This is an optimization exercise on Yosys and OpenROAD, whose aim is small area, not a production implementation. Function was checked by simulation only, so behaviour that the tests miss may differ from the original. The clock port is modelled as an ideal driver; clocking choices that lean on that would not hold on a real chip. No activity file was given, so power comes from the tool's default toggle rates.

old:
==> flow/design.v <==
`timescale 1ns / 1ps
module fbsbdecoder(
    input pclk,
    input resetn,
    input rx,
    output [7:0] data_o,
    output dataValid,
    output sample,
    output parity_out
    );
    localparam [4:0] SH0 = 5'd1,  SH4 = 5'd5,  IDLE = 5'd0;
    localparam [4:0] SL0 = 5'd9,  SL4 = 5'd13, PEND = 5'd8;
    localparam [4:0] D0  = 5'd16, D7  = 5'd23, D8 = 5'd24, VER = 5'd25;
    reg [1:0] sync;
    reg [4:0] st;
    reg [5:0] cnt;
    reg       half;
    reg [1:0] vote;
    reg [4:0] dd;
    reg [10:0] h;
    reg [7:0] data;
    reg       par, pp;
    wire idle  = (st == IDLE);
    wire pend  = (st == PEND);
    wire scls  = ~st[4] & (st[2:0] != 3'd0) & ~(st[2] & st[1]);    
    wire dcls  = st[4] & ~(st[3] & st[0]);                
    wire ver   = (st == VER);
    wire lastg = st[2] & st[0];                           
    wire low   = st[3];                                   
    wire stuck = ~|h[10:9];
    assign sample = (scls & (dd == 5'd0)) | (dcls & (dd[4:2] == 3'd0) & ~(dd[1] & dd[0]));
    wire ev    = sample & (dd == 5'd0);                   
    wire cap   = sample;
    wire rxs   = sync[1];
    wire v3    = (vote == 2'd3);
    wire sdec  = scls & (cnt[2:0] == (lastg ? 3'd4 : 3'd5));
    wire spass = low ? ~v3 : (lastg ? vote[1] : v3);
    wire ddec  = dcls & ~half & (dd == 5'd24);
    wire ppdec = (st == D8) & half & (dd == 5'd0);
    wire last  = (cnt == 6'd35);
    wire sixth = dcls & half & (dd == 5'd0) & (st != D8);
    wire tmr   = cnt[5] & ~dcls;                          
    wire vb    = rxs ^ (dcls & ~half);
    wire [1:0] vinc = (vote == 2'd3) ? 2'd3 : vote + {1'b0, vb};
    always @(posedge pclk or negedge resetn) begin
        if (~resetn) begin
            sync <= 2'b0;
            st   <= IDLE;
            data <= 8'h0;
            par  <= 1'b0;
            pp   <= 1'b0;
            cnt[5] <= 1'b0;
        end else begin
            sync <= {sync[0], rx};
            if (idle) begin
                par <= 1'b0;
                if (&sync) begin
                    st   <= SH0;
                    data <= 8'h0;
                end
            end else if (pend) begin
                if (~|sync) st <= SL0;
            end else if (sdec) begin
                if (spass) st <= lastg ? (low ? D0 : PEND) : st + 5'd1;
                else       st <= (st == SL0) ? SL0 : IDLE;
            end else if (ddec) begin
                if (st == D8) begin
                    st  <= last ? VER : D0;
                end else begin
                    st <= st + 5'd1;
                    data[~st[2:0]] <= vote[1];
                    par <= (st == D0) ? vote[1] : par ^ vote[1];
                end
            end else if (ver) begin
                if (dd == 5'd21) st <= IDLE;
            end
            if (ppdec) pp <= v3;
            if (tmr)
                cnt[5] <= ~(cnt[3] & cnt[0]);
            else if (idle | sdec)
                cnt[5] <= 1'b0;
            else if ((scls & cap) | ((st == D8) & ddec))
                cnt[5] <= cnt[5] ^ (&cnt[4:0]);
        end
    end
    always @(posedge pclk) begin
        if (idle | pend)
            dd <= 5'd9;
        else if (ev)
            dd <= dcls ? 5'd24 : ((st == SL4) & (cnt[2:0] == 3'd3)) ? 5'd18 : 5'd9;
        else if (~(stuck & (dd == 5'd3)))
            dd <= dd - 5'd1;
        if (idle | pend)
            h <= 11'd737;
        else if (ev & (dcls ? half : (cnt[2:0] == 3'd2)))
            h <= h + 11'd1;
        if (tmr)
            cnt[4:0] <= (cnt[3] & cnt[0]) ? 5'd0 : cnt[4:0] + 5'd1;
        else if (idle | sdec)
            cnt[4:0] <= 5'd0;
        else if ((scls & cap) | ((st == D8) & ddec))
            cnt[4:0] <= cnt[4:0] + 5'd1;
        if (idle | sdec)
            vote <= 2'd0;
        else if (ddec)
            vote <= (st == D7) ? {1'b0, vote[0]} : 2'd0;
        else if (cap)
            vote <= sixth ? {vinc == 2'd3, rxs} : vinc;
        if (~dcls)
            half <= 1'b0;
        else if (ev)
            half <= ~half;
    end
    assign data_o     = data;
    assign dataValid  = ((st == D0) & ~half & (dd == 5'd18)) | (tmr & cnt[3] & cnt[0]);
    assign parity_out = par ^ pp;
endmodule
==> flow/config.mk <==
export PLATFORM = sky130hd
export DESIGN_NAME = fbsbdecoder
export DESIGN_NICKNAME = fbsbdecoder
export VERILOG_FILES = /design/flow/design.v
export SDC_FILE = /design/flow/constraint.sdc
export NUM_CORES = 4
export LEC_CHECK = 0
export CAP_MARGIN = 0
export CORE_AREA = 4 4 68 68
export DIE_AREA = 0 0 72 72
export PLACE_DENSITY = 0.6
export SLEW_MARGIN = 0
==> flow/constraint.sdc <==
create_clock -name core_clock -period 10.0 [get_ports {pclk}]
set_input_delay 2.0000 -clock core_clock [delete_from_list [all_inputs] [get_ports {pclk}]]
set_output_delay 2.0000 -clock core_clock [all_outputs]
set_load 0.01 [all_outputs]
standard.sh (not shown) runs the stock make flow with config.mk's settings and CLKGATE_MAP_FILE= SYNTH_SCRIPT=/design/flow/synth_recipe.tcl, a recipe that flattens the netlist after the stock synthesis.
==> flow/flow/run.sh <==
#!/bin/bash
set -euo pipefail
W=$(pwd)
F=$W/flow
# ORFS synth.tcl with the abc call's script swapped for flow/area.abc
sed 's#^  log_cmd abc {\*}\$abc_args#  set abc_args [lreplace $abc_args 1 1 $::env(OWN_ABC_SCRIPT)]\n  log_cmd abc {*}$abc_args#' \
  "$FLOW_HOME/scripts/synth.tcl" > "$W/own_synth_body.tcl"
grep -q OWN_ABC_SCRIPT "$W/own_synth_body.tcl"
sed "s#\$::env(SCRIPTS_DIR)/synth.tcl#$W/own_synth_body.tcl#" "$W/synth_recipe.tcl" > "$W/own_synth.tcl"
grep -q own_synth_body "$W/own_synth.tcl"
export OWN_ABC_SCRIPT=$F/area.abc
export BUFFER_PORTS_ARGS="-buffer_cell sky130_fd_sc_hd__buf_1"
export POST_CTS_TCL=$F/post_cts.tcl
export CTS_ARGS="-sink_clustering_enable -repair_clock_nets -dont_use_dummy_load -buf_list {sky130_fd_sc_hd__clkbuf_8}"
bash "$W/standard.sh" SYNTH_SCRIPT="$W/own_synth.tcl" ADDER_MAP_FILE= finish > "$W/flow_make.log" 2>&1
==> flow/flow/area.abc <==
strash
ifraig
scorr
dc2
strash
&get -n
&deepsyn -I 4 -J 200
&put
dc2
strash
&get -n
&dch -f
&nf -R 1000
&put
&get -n
&dch -f
&nf -R 1000
&put
topo
stime -c
==> flow/flow/post_cts.tcl <==
estimate_parasitics -placement
proc clk_slew_max {} {
  set m 0.0
  foreach pin [get_pins -of_objects [all_registers] -filter "is_clock==1"] {
    foreach p {slew_max_rise slew_max_fall} {
      set v [get_property $pin $p]
      if {$v > $m} { set m $v }
    }
  }
  return $m
}
set limit 0.112
set sizes {sky130_fd_sc_hd__clkbuf_2 sky130_fd_sc_hd__clkbuf_4 sky130_fd_sc_hd__clkbuf_8 sky130_fd_sc_hd__clkbuf_16}
puts "post_cts: clock pin slew before [clk_slew_max]"
foreach inst [get_cells -filter "ref_name=~sky130_fd_sc_hd__clkbuf_*"] {
  set name [get_full_name $inst]
  if {![string match clkbuf_* $name]} { continue }
  set orig [get_property $inst ref_name]
  foreach s $sizes {
    if {$s eq $orig} { break }
    replace_cell $inst $s
    estimate_parasitics -placement
    if {[clk_slew_max] <= $limit} { puts "post_cts: $name $orig -> $s"; set orig $s; break }
    replace_cell $inst $orig
    estimate_parasitics -placement
  }
}
puts "post_cts: clock pin slew after [clk_slew_max]"
> inputs changed (old -> new)
-- flow/design.v --
<<< old, line 40
    wire last  = (cnt == 6'd35);
    wire sixth = dcls & half & (dd == 5'd0) & (st != D8);
    wire tmr   = cnt[5] & ~dcls;                          
    wire vb    = rxs ^ (dcls & ~half);
    wire [1:0] vinc = (vote == 2'd3) ? 2'd3 : vote + {1'b0, vb};
>>> new, line 40
    wire last  = (cnt == 6'd35);
    wire sixth = dcls & half & (dd == 5'd0) & (st != D8);
    wire tmode = idle | ((st == SH0) & (cnt[2:0] == 3'd0));
    wire vb    = rxs ^ (dcls & ~half);
    wire [1:0] vinc = (vote == 2'd3) ? 2'd3 : vote + {1'b0, vb};
<<< old, line 50
            par  <= 1'b0;
            pp   <= 1'b0;
            cnt[5] <= 1'b0;
        end else begin
            sync <= {sync[0], rx};
>>> new, line 50
            par  <= 1'b0;
            pp   <= 1'b0;
            vote <= 2'd0;
        end else begin
            sync <= {sync[0], rx};
<<< old, line 76
            end
            if (ppdec) pp <= v3;
            if (tmr)
                cnt[5] <= ~(cnt[3] & cnt[0]);
            else if (idle | sdec)
                cnt[5] <= 1'b0;
            else if ((scls & cap) | ((st == D8) & ddec))
                cnt[5] <= cnt[5] ^ (&cnt[4:0]);
        end
    end
>>> new, line 76
            end
            if (ppdec) pp <= v3;
            if (sdec)
                vote <= 2'd0;
            else if (ddec)
                vote <= (st == D7) ? {1'b0, vote[0]} : 2'd0;
            else if (ver)
                vote <= {1'b0, dd == 5'd21};
            else if (cap)
                vote <= sixth ? {vinc == 2'd3, rxs} : vinc;
            else if (tmode)
                vote <= vote + {1'b0, |vote};
        end
    end
<<< old, line 95
        else if (ev & (dcls ? half : (cnt[2:0] == 3'd2)))
            h <= h + 11'd1;
        if (tmr)
            cnt[4:0] <= (cnt[3] & cnt[0]) ? 5'd0 : cnt[4:0] + 5'd1;
        else if (idle | sdec)
            cnt[4:0] <= 5'd0;
        else if ((scls & cap) | ((st == D8) & ddec))
            cnt[4:0] <= cnt[4:0] + 5'd1;
        if (idle | sdec)
            vote <= 2'd0;
        else if (ddec)
            vote <= (st == D7) ? {1'b0, vote[0]} : 2'd0;
        else if (cap)
            vote <= sixth ? {vinc == 2'd3, rxs} : vinc;
        if (~dcls)
            half <= 1'b0;
>>> new, line 99
        else if (ev & (dcls ? half : (cnt[2:0] == 3'd2)))
            h <= h + 11'd1;
        if (idle | (scls & sdec))
            cnt <= 6'd0;
        else if ((scls & cap) | ((st == D8) & ddec))
            cnt <= cnt + 6'd1;
        if (~dcls)
            half <= 1'b0;
<<< old, line 113
    end
    assign data_o     = data;
    assign dataValid  = ((st == D0) & ~half & (dd == 5'd18)) | (tmr & cnt[3] & cnt[0]);
    assign parity_out = par ^ pp;
endmodule
>>> new, line 109
    end
    assign data_o     = data;
    assign dataValid  = ((st == D0) & ~half & (dd == 5'd18)) | (tmode & (vote == 2'd3));
    assign parity_out = par ^ pp;
endmodule
==> comparison <==
Comparing old and new, the higher count of TritonRoute iterations in the first routing pass was measured on old. In the tables for old and new, power in the clock group reads lower with new. Relative to old, arrival time at the worst endpoint increased by 540 ps in new. Looking only at peak supply drop, and setting everything else aside, the lower value of old and new goes to new. Total design power in new is 20% below old. [compare] base=old new=new: global-route usage went up, part of the power in combinational logic shrank by 4.2 points, design area now larger, maximum number of pins on one net before global-route repair rose by 1, met1 wire length went up. In new the final routed wirelength across all metal layers turned out 9.5% higher than in old. Reg2reg setup slack (higher): old. Summary: with old as the reference, average detailed-routed wire length per instance in new moved up by a few percent.

-- static timing again, ports no longer ideal --
The flow's constraints put no driver on any port. The routed layouts listed below were extracted and timed again, unchanged, in two steps.
Step 1, drivers: a clkbuf_16 drives pclk and a buf_2 each remaining input, both assumed.
Step 2 times the ports against the registers' clock, not the clock port: input delays grow and output delays shrink by t, the midpoint of the rising clock arrivals with the driver on.
Three values: ideal, step 1, step 2; two values: the first two.
run	t, ns	setup WS [ns]	worst data-port slew with drivers (ns)
old	0.383	5.914 / 5.890 / 6.273	0.03
new	0.370	5.367 / 5.345 / 5.715	0.03
After both steps every run listed still meets setup and hold.
